This is an optimization exercise on Yosys and OpenROAD, whose aim is small area, a short achievable clock period and few clock cycles, not a production implementation. The RTL was checked by simulation tests, not by an equivalence proof against the original design. No activity file was given, so power comes from the tool's default toggle rates.

==> flow/design.v (outline; a module is shown in full before it is edited, if it fits) <==
// module d_BCH_KES_top: 1165 lines
module d_BCH_KES_top
(
    input  wire         i_clk,
    input  wire         i_RESET,
    input  wire         i_stop_dec,
    input  wire [3:0]   i_channel_sel,
    input  wire         i_execute_kes,
    input  wire         i_data_fowarding,
    input  wire         i_buf_available,
    input  wire         i_chunk_number,
    input  wire         i_buf_sequence_end,
    output reg          o_kes_sequence_end,
    output wire         o_kes_fail,
    output wire         o_kes_available,
    output wire [3:0]   o_channel_sel,
    output wire         o_chunk_number,
    output wire         o_buf_sequence_end,
    output wire [3:0]   o_error_count,
    input  wire [323:0] i_syndromes,
    output wire [11:0]  o_v_2i_000,
    output wire [11:0]  o_v_2i_001,
    output wire [11:0]  o_v_2i_002,
    output wire [11:0]  o_v_2i_003,
    output wire [11:0]  o_v_2i_004,
    output wire [11:0]  o_v_2i_005,
    output wire [11:0]  o_v_2i_006,
    output wire [11:0]  o_v_2i_007,
    output wire [11:0]  o_v_2i_008,
    output wire [11:0]  o_v_2i_009,
    output wire [11:0]  o_v_2i_010,
    output wire [11:0]  o_v_2i_011,
    output wire [11:0]  o_v_2i_012,
    output wire [11:0]  o_v_2i_013,
    output wire [11:0]  o_v_2i_014
);
  // ...
==> flow/flow/run.sh <==
#!/bin/bash
# Layout flow: the standard ORFS flow (standard.sh, unchanged synthesis), with plain
# buf_2 cells as the port buffers instead of the default delay buffers.
set -euo pipefail
cd "$(dirname "$0")/.."
bash standard.sh "BUFFER_PORTS_ARGS=-buffer_cell sky130_fd_sc_hd__buf_2" finish > run_standard.log 2>&1
==> flow/standard.sh <==
#!/bin/bash
# synth_recipe.tcl (not shown) runs the flow's synth.tcl, then flattens the netlist and writes it again
# the make line also repeats each setting of config.mk as NAME=value (left out here)
make -C /OpenROAD-flow-scripts/flow DESIGN_CONFIG=/design/flow/config.mk WORK_HOME=/design/flow/orfs CLKGATE_MAP_FILE= SYNTH_SCRIPT=/design/flow/synth_recipe.tcl "${@:-finish}"
==> flow/config.mk <==
export PLATFORM = sky130hd
export DESIGN_NAME = d_BCH_KES_top
export DESIGN_NICKNAME = d_BCH_KES_top
export VERILOG_FILES = /design/flow/design.v
export SDC_FILE = /design/flow/constraint.sdc
export NUM_CORES = 4
export LEC_CHECK = 0
export ABC_CLOCK_PERIOD_IN_PS = 3000
export CAP_MARGIN = 20
export CORE_MARGIN = 2
export CORE_UTILIZATION = 30
export PLACE_DENSITY = 0.5
export SETUP_SLACK_MARGIN = 5
export SLEW_MARGIN = 20
==> flow/constraint.sdc <==
create_clock -name core_clock -period 8.5 [get_ports {i_clk}]
set_input_delay 1.7000 -clock core_clock [delete_from_list [all_inputs] [get_ports {i_clk}]]
set_output_delay 1.7000 -clock core_clock [all_outputs]
set_load 0.01 [all_outputs]
==> results.sh, run 1 <==
export IMPL_p_sw_frac=0.4220
export IMPL_nNonClkInverters=40
export IMPL_ios=529
export IMPL_yosysTopAreaCell="xnor2_1"
export IMPL_path_class="flop to flop"
export IMPL_drc=0
export IMPL_rr_endpoint="b_ds[4]"
export IMPL_synth_top_family_by_area="XOR/XNOR gates"
export IMPL_crit_family="XOR/XNOR gates"
export IMPL_holdPathEnd="a_t[22][6]"
export IMPL_globalRoute_totalOverflow=0
export IMPL_top_power_group="combinational cells"
export IMPL_min_path_type="flop to flop"
export IMPL_outcome="finished clean"
export IMPL_diodes=68
export IMPL_skew_ns=0.1010
export IMPL_endpoint_kind="flop"
export IMPL_clock_sinks=1647
export IMPL_worstReg2RegStart="a_v[12][3]"
export IMPL_synthFlopType="dfxtp_1"
export IMPL_stdcell_area_um2=151300
export IMPL_hpwl_mm=446.4
export IMPL_yosys_warnings=8
export IMPL_rsz0062_at_grt="true"
export IMPL_layout_commonest_cell="nand2_1"
export IMPL_dp_cells=20330
export IMPL_ant_nets=0
export IMPL_cts_resized=1125
export IMPL_synth_seq_area_share=0.2816
export IMPL_die_area_um2=418100
export IMPL_fmax_ghz=0.2465
export IMPL_timing_final_crit_share=0.4773
export IMPL_holdWs_ns=0.2758
export IMPL_seq_area_frac=0.2333
export IMPL_clkSlewWorstSetupHoldPaths_ns=0.07
export IMPL_port_buffers=528
export IMPL_cp_common_cell="xnor2_1"
Testbench counts, summed over its fixed seeds: cycles 16,656.
==> inputs of run 2 (changes only) <==
--- a/flow/design.v
+++ b/flow/design.v
@@ -94,16 +94,23 @@
     assign w_d1[5] = ^{w_s12u[5], w_s12u[13], w_s12u[14], w_s12u[17], w_s12u[18], w_s12u[19], w_s12u[21], w_s12u[22], w_s3g[5]};
     assign w_d1[6] = ^{w_s12u[6], w_s12u[14], w_s12u[15], w_s12u[18], w_s12u[19], w_s12u[20], w_s12u[22], w_s3g[6]};
     assign w_d1[7] = ^{w_s12u[7], w_s12u[12], w_s12u[15], w_s12u[16], w_s12u[17], w_s12u[19], w_s12u[22], w_s3g[7]};
     assign w_d1[8] = ^{w_s12u[8], w_s12u[13], w_s12u[16], w_s12u[17], w_s12u[18], w_s12u[20], w_s3g[8]};
     assign w_d1[9] = ^{w_s12u[9], w_s12u[14], w_s12u[17], w_s12u[18], w_s12u[19], w_s12u[21], w_s3g[9]};
     assign w_d1[10] = ^{w_s12u[10], w_s12u[15], w_s12u[18], w_s12u[19], w_s12u[20], w_s12u[22], w_s3g[10]};
     assign w_d1[11] = ^{w_s12u[11], w_s12u[16], w_s12u[19], w_s12u[20], w_s12u[21], w_s3g[11]};
     wire [11:0] w_inj = w_d1;
+    wire [5:0] w_injs;
+    assign w_injs[0] = ^{w_s12u[0], w_s12u[12], w_s12u[14], w_s12u[15], w_s12u[17], w_s12u[18], w_s12u[19], w_s12u[21], w_s12u[6], w_s3g[0], w_s3g[6]};
+    assign w_injs[1] = ^{w_s12u[12], w_s12u[13], w_s12u[15], w_s12u[16], w_s12u[17], w_s12u[18], w_s12u[19], w_s12u[1], w_s12u[21], w_s12u[7], w_s3g[1], w_s3g[7]};
+    assign w_injs[2] = ^{w_s12u[13], w_s12u[14], w_s12u[16], w_s12u[17], w_s12u[18], w_s12u[19], w_s12u[20], w_s12u[22], w_s12u[2], w_s12u[8], w_s3g[2], w_s3g[8]};
+    assign w_injs[3] = ^{w_s12u[12], w_s12u[14], w_s12u[15], w_s12u[18], w_s12u[19], w_s12u[22], w_s12u[3], w_s12u[9], w_s3g[3], w_s3g[9]};
+    assign w_injs[4] = ^{w_s12u[10], w_s12u[12], w_s12u[13], w_s12u[15], w_s12u[16], w_s12u[17], w_s12u[19], w_s12u[21], w_s12u[22], w_s12u[4], w_s3g[4], w_s3g[10]};
+    assign w_injs[5] = ^{w_s12u[11], w_s12u[13], w_s12u[14], w_s12u[16], w_s12u[17], w_s12u[18], w_s12u[20], w_s12u[22], w_s12u[5], w_s3g[5], w_s3g[11]};
     wire w_s1nz = ~i_data_fowarding & (|w_s1);
     wire [5:0] w_avs0 = a_v[0][5:0] ^ a_v[0][11:6];
     wire [11:0] w_w0 = a_t[25] & {12{r_g}};
     wire [5:0] w_ats0 = w_w0[5:0] ^ w_w0[11:6];
     wire [5:0] w_avs1 = a_v[1][5:0] ^ a_v[1][11:6];
     wire [11:0] w_w1 = a_t[24] & {12{r_g}};
     wire [5:0] w_ats1 = w_w1[5:0] ^ w_w1[11:6];
     wire [5:0] w_avs2 = a_v[2][5:0] ^ a_v[2][11:6];
@@ -190,22 +197,22 @@
     assign w_d[5] = ^{w_dH[1], w_dH[2], w_dH[5], w_dH[6], w_dH[8], w_dH[9], w_dH[10], w_dL[5], w_dL[7], w_dL[8], w_dM[7], w_dM[8], w_inj[5]};
     assign w_d[6] = ^{w_dH[0], w_dH[2], w_dH[3], w_dH[6], w_dH[7], w_dH[9], w_dH[10], w_dL[0], w_dL[6], w_dL[8], w_dL[9], w_dM[0], w_dM[8], w_dM[9], w_inj[6]};
     assign w_d[7] = ^{w_dH[0], w_dH[1], w_dH[3], w_dH[4], w_dH[5], w_dH[6], w_dH[7], w_dH[9], w_dL[1], w_dL[6], w_dL[7], w_dL[9], w_dL[10], w_dM[1], w_dM[6], w_dM[9], w_dM[10], w_inj[7]};
     assign w_d[8] = ^{w_dH[1], w_dH[2], w_dH[4], w_dH[5], w_dH[6], w_dH[7], w_dH[8], w_dH[10], w_dL[2], w_dL[7], w_dL[8], w_dL[10], w_dM[2], w_dM[7], w_dM[10], w_inj[8]};
     assign w_d[9] = ^{w_dH[2], w_dH[3], w_dH[5], w_dH[6], w_dH[7], w_dH[8], w_dH[9], w_dL[3], w_dL[8], w_dL[9], w_dM[3], w_dM[8], w_inj[9]};
     assign w_d[10] = ^{w_dH[3], w_dH[4], w_dH[6], w_dH[7], w_dH[8], w_dH[9], w_dH[10], w_dL[4], w_dL[9], w_dL[10], w_dM[4], w_dM[9], w_inj[10]};
     assign w_d[11] = ^{w_dH[4], w_dH[5], w_dH[7], w_dH[8], w_dH[9], w_dH[10], w_dL[5], w_dL[10], w_dM[5], w_dM[10], w_inj[11]};
     wire [5:0] w_dsx;
-    assign w_dsx[0] = ^{w_dH[2], w_dH[3], w_dH[5], w_dH[7], w_dH[8], w_dL[8], w_dL[9], w_dM[0], w_dM[6], w_dM[8], w_dM[9], w_inj[0], w_inj[6]};
-    assign w_dsx[1] = ^{w_dH[0], w_dH[3], w_dH[4], w_dH[5], w_dH[10], w_dL[6], w_dL[9], w_dL[10], w_dM[1], w_dM[6], w_dM[7], w_dM[9], w_dM[10], w_inj[1], w_inj[7]};
-    assign w_dsx[2] = ^{w_dH[1], w_dH[4], w_dH[5], w_dH[6], w_dL[7], w_dL[10], w_dM[2], w_dM[7], w_dM[8], w_dM[10], w_inj[2], w_inj[8]};
-    assign w_dsx[3] = ^{w_dH[0], w_dH[2], w_dH[7], w_dH[8], w_dH[9], w_dH[10], w_dL[6], w_dL[8], w_dM[3], w_dM[6], w_dM[8], w_dM[9], w_inj[3], w_inj[9]};
-    assign w_dsx[4] = ^{w_dH[0], w_dH[1], w_dH[3], w_dH[5], w_dH[6], w_dL[6], w_dL[7], w_dL[9], w_dM[4], w_dM[6], w_dM[7], w_dM[9], w_dM[10], w_inj[4], w_inj[10]};
-    assign w_dsx[5] = ^{w_dH[1], w_dH[2], w_dH[4], w_dH[6], w_dH[7], w_dL[7], w_dL[8], w_dL[10], w_dM[5], w_dM[7], w_dM[8], w_dM[10], w_inj[5], w_inj[11]};
+    assign w_dsx[0] = ^{w_dH[2], w_dH[3], w_dH[5], w_dH[7], w_dH[8], w_dL[8], w_dL[9], w_dM[0], w_dM[6], w_dM[8], w_dM[9], w_injs[0]};
+    assign w_dsx[1] = ^{w_dH[0], w_dH[3], w_dH[4], w_dH[5], w_dH[10], w_dL[6], w_dL[9], w_dL[10], w_dM[1], w_dM[6], w_dM[7], w_dM[9], w_dM[10], w_injs[1]};
+    assign w_dsx[2] = ^{w_dH[1], w_dH[4], w_dH[5], w_dH[6], w_dL[7], w_dL[10], w_dM[2], w_dM[7], w_dM[8], w_dM[10], w_injs[2]};
+    assign w_dsx[3] = ^{w_dH[0], w_dH[2], w_dH[7], w_dH[8], w_dH[9], w_dH[10], w_dL[6], w_dL[8], w_dM[3], w_dM[6], w_dM[8], w_dM[9], w_injs[3]};
+    assign w_dsx[4] = ^{w_dH[0], w_dH[1], w_dH[3], w_dH[5], w_dH[6], w_dL[6], w_dL[7], w_dL[9], w_dM[4], w_dM[6], w_dM[7], w_dM[9], w_dM[10], w_injs[4]};
+    assign w_dsx[5] = ^{w_dH[1], w_dH[2], w_dH[4], w_dH[6], w_dH[7], w_dL[7], w_dL[8], w_dL[10], w_dM[5], w_dM[7], w_dM[8], w_dM[10], w_injs[5]};
     wire w_frz = a_fwd | (a_cnt == 4'd14);
     wire [15:1] w_anz;
     assign w_anz[1] = |a_v[1];
     assign w_anz[2] = |a_v[2];
     assign w_anz[3] = |a_v[3];
     assign w_anz[4] = |a_v[4];
     assign w_anz[5] = |a_v[5];
     assign w_anz[6] = |a_v[6];
==> run 2 against run 1 <==
Non-clock buffer count rose by 221. Wire length rose by 3.8%. Combinational power rose by 6%. Highest routed layer unchanged.
==> results.sh, run 2 <==
export IMPL_antenna_found_initial=71
export IMPL_slew_violations=0
export IMPL_skew_ns=0.06518
export IMPL_die_area_um2=417900
export IMPL_peakVddDrop_v=0.0003356
export IMPL_cts_root_buf="clkbuf_16"
export IMPL_core_region_area_um2=410200
export IMPL_synth_enable_flop_cells=191
export IMPL_rows=235
export IMPL_fmax_ghz=0.2662
export IMPL_relSlewSlack=0.1755
export IMPL_synth_seq_cells=1647
export IMPL_synth_cells=15260
export IMPL_track_usage=0.3126
export IMPL_grt_max_degree=153
export IMPL_cp_common_cell="xnor2_2"
export IMPL_nNetsFinal=16230
export IMPL_fin_crit_ns=3.757
export IMPL_cap_violations=0
export IMPL_globalplace_congestion=1.037
export IMPL_synth_top_cell_area_share=0.3079
export IMPL_finalSetupTns_ns=0
export IMPL_timing_final_crit_share=0.4420
export IMPL_syn_nets=15610
export IMPL_cp_cell_sequence="buf_4 -> nand2_1 -> xor2_1 -> xnor2_2 -> xnor2_2 -> xnor2_2 -> xnor2_2 -> xnor3_2 -> nand2_4 -> xnor3_2 -> xnor3_1 -> xnor3_1"
export IMPL_synth_seq_area_share=0.2817
export IMPL_finalWirelength_mm=684.7
export IMPL_ant_nets=0
export IMPL_drc=0
export IMPL_synthFlopType="dfxtp_1"
export IMPL_grt_pass1_wl_mm=902.6
export IMPL_ys_top_cells_by_count="nand2_1, xnor2_1, xor2_1"
export IMPL_yosys_warnings=8
export IMPL_ff_latch_area_um2=35520
export IMPL_insertion_delay_ns=0.96
export IMPL_globalRoute_totalOverflow=0
export IMPL_nFillCells=41750
export IMPL_worst_slew_pin_slew_ns=1.228
export IMPL_port_buffers=528
export IMPL_htreeDepth=4
export IMPL_timing_critical_path_buf_inv=1
export IMPL_ctsHoldBuffers=0
export IMPL_layout_common_cells="nand2_1, xnor2_1, xor2_1, dfxtp_1, buf_4"
export IMPL_holdWs_ns=0.2711
export IMPL_syn2layout_area_growth_pct=25.24
export IMPL_post_drt_wl_per_cell_um=31.81
export IMPL_synthArstFlopShare=0
export IMPL_hold_viol=0
export IMPL_hpwl_mm=467.0
export IMPL_drive_gt1_frac=0.2074
export IMPL_tritoncts="built"
export IMPL_ios=529
export IMPL_multiInputGateArea_um2=88500
export IMPL_outcome="finished clean"
export IMPL_setup_violations=0
export IMPL_place_ws_ns=3.307
export IMPL_endpoint_kind="flop"
export IMPL_top_regs="a_t x312, b_t x312"
export IMPL_rsz0062_at_grt="true"
export IMPL_path_class="flop to flop"
export IMPL_yosysTopAreaCell="xnor2_1"
export IMPL_cp_max_fo=7
export IMPL_utilization=0.3780
export IMPL_leakage_nw=53.21
export IMPL_via_count=110100
export IMPL_synth_most_common_cell="nand2_1"
export IMPL_clkSlewWorstSetupHoldPaths_ns=0.08
export IMPL_syn_avg_cell_area_um2=8.112
export IMPL_setup_ws_ns=4.743
export IMPL_stdcell_area_um2=155100
export IMPL_die_h_um=646.4
export IMPL_powerDensity_nw_per_um2=209.3
export IMPL_viasPerCell=5.116
export IMPL_min_path_type="flop to flop"
export IMPL_crit_path_start_kind="flop"
export IMPL_critPathArrivalTime_ns=4.54
export IMPL_crit_required_ns=9.28
export IMPL_die_w_um=646.4
export IMPL_crit_family="XOR/XNOR gates"
export IMPL_drt_iter0_drc=14870
export IMPL_cts_buffers=190
export IMPL_worst_path_max_delay_cell="xnor3_2"
export IMPL_clk_path_buf_depth=4
export IMPL_clock_sinks=1647
export IMPL_start_util=0.3018
export IMPL_synth_cell_area_um2=123800
export IMPL_layout_commonest_cell="nand2_1"
export IMPL_drtPass1Iterations=7
export IMPL_grt_pass1_vias=101500
export IMPL_placed_area_um2=132100
export IMPL_slowest_delay_ns=0.59
export IMPL_yosysUniqueCellTypes=52
export IMPL_yosys_top_cells_area="xnor2_1, dfxtp_1, nand2_1"
run 2: cell types whose count changed after synthesis, moves of 7 or more:
cell / previous run / this run
and2_1: 20 / 47
xor2_4: 2 / 18
xor2_1: 1438 / 1555
xnor2_2: 7 / 0
nand2_1: 4613 / 4744
buf_4: 102 / 59
buf_1: 133 / 142
nand3_1: 494 / 373
xor2_2: 88 / 13
xnor2_1: 4375 / 4352
buf_2: 271 / 191
clkbuf_1: 760 / 869
run 2: what timing repair did:
action / CTS / global route
resized for setup: 1332 / 487
endpoints found under the setup margin: 399 / 67
cloned: 12 / 20
buffers inserted: 438 / 238
pin swaps: 205 / 158
run 2: kinds of logic (layout without fill, tap and decap cells):
group	Yosys count	in the layout	synth area share
adders and majority gates	14	14	0.001415
DFF	1647	1647	0.2817
AOI/OAI and AO/OA	107	107	0.005296
buffers and inverters	1316	2078	0.04453
muxes	498	498	0.04527
xor gates and xnor gates	6003	6003	0.4355
other	0	49	0
and+or+nand+nor	5677	5678	0.1863
run 2: area by class of cell:
cell class	instances	area share
Clock buffer	250	0.03538
Clock inverter	92	0.006109
Multi-Input combinational cell	12300	0.5708
Antenna cell	49	0.0007908
Sequential cell	1647	0.2291
Tap cell	5451	0.04399
Timing Repair Buffer	1696	0.1129
Inverter	40	0.0009925
run 2: final timing paths:
check | startpoint | endpoint | slack, ns | depth (start not counted)
max | a_t[20][5] | b_d[5] | 4.74 | 12
min | b_t[14][11] | a_t[12][11] | 0.27 | 0
max reg2reg | a_t[20][5] | b_d[5] | 4.74 | 12
min reg2reg | b_t[14][11] | a_t[12][11] | 0.27 | 0
run 2: per-stage QoR:
stage | cells | power, W
5_1_grt | 21490 | 0.03272
3_5_place_dp | 20430 | 0.02098
2_1_floorplan | 15260 | 0.01525
4_1_cts | 21220 | 0.03124
3_3_place_gp | 20420 | 0.02104
6_report | 21530 | 0.03246
run 2: layer usage:
layer  share of wire  global-route usage  up-vias
li1                -                   -    47450
met1            0.38              0.3910    53130
met2            0.41              0.4536     7410
met3            0.11             0.08978     2084
met4           0.092              0.2335       58
met5         0.00070                   0        -
run 2: where the power goes:
part | total [W] | leakage (nW) | switching (W) | internal (W)
clock network | 0.00864 | 3.16 | 0.00372 | 0.00492
registers | 0.00983 | 14.4 | 0.00131 | 0.00852
logic | 0.0140 | 35.7 | 0.00874 | 0.00524
total | 0.0325 | 53.2 | 0.0138 | 0.0187
run 2: worst reg2reg max path, stage by stage (launching register included):
cell and delay [ns]:
dfxtp_4 0.43, buf_4 0.29, nand2_1 0.10, xor2_1 0.17
xnor2_2 0.29, xnor2_2 0.12, xnor2_2 0.30, xnor2_2 0.18
xnor3_2 0.59, nand2_4 0.17, xnor3_2 0.27, xnor3_1 0.45
xnor3_1 0.23
Testbench counts of run 2, summed over its fixed seeds: cycles 16,656.

## static timing again, ports no longer ideal
In the flow no input, the clock included, has a driving cell. The finished layouts below were timed again as built, in two steps.
Step 1 (the two cells are an assumption about what drives the block):
set clk [get_ports {i_clk}]
set_driving_cell -lib_cell sky130_fd_sc_hd__clkbuf_16 $clk
set_driving_cell -lib_cell sky130_fd_sc_hd__buf_2 [delete_from_list [all_inputs] $clk]
Step 2 adds t to the input delays and takes it off the output delays; t is the mean of the earliest and latest rising clock arrival at the registers after step 1. Input paths then give back, and output paths get back, about the clock's delay inside the block.
a / b / c = ideal ports / drivers / drivers and shift; a / b = the first two.
run	t, ns	setup WS [ns]	worst setup path at the end	clock arrival spread, ns
run 1	1.040	4.443 / 4.443 / 3.593	input to register	0.102 / 0.101
run 2	1.048	4.743 / 4.743 / 3.725	input to register	0.075 / 0.075
After both steps setup and hold are still met in every run listed. For run 2, which loses most, drivers alone change the setup slack by 0.000 ns; drivers and shift together by -1.018 ns.
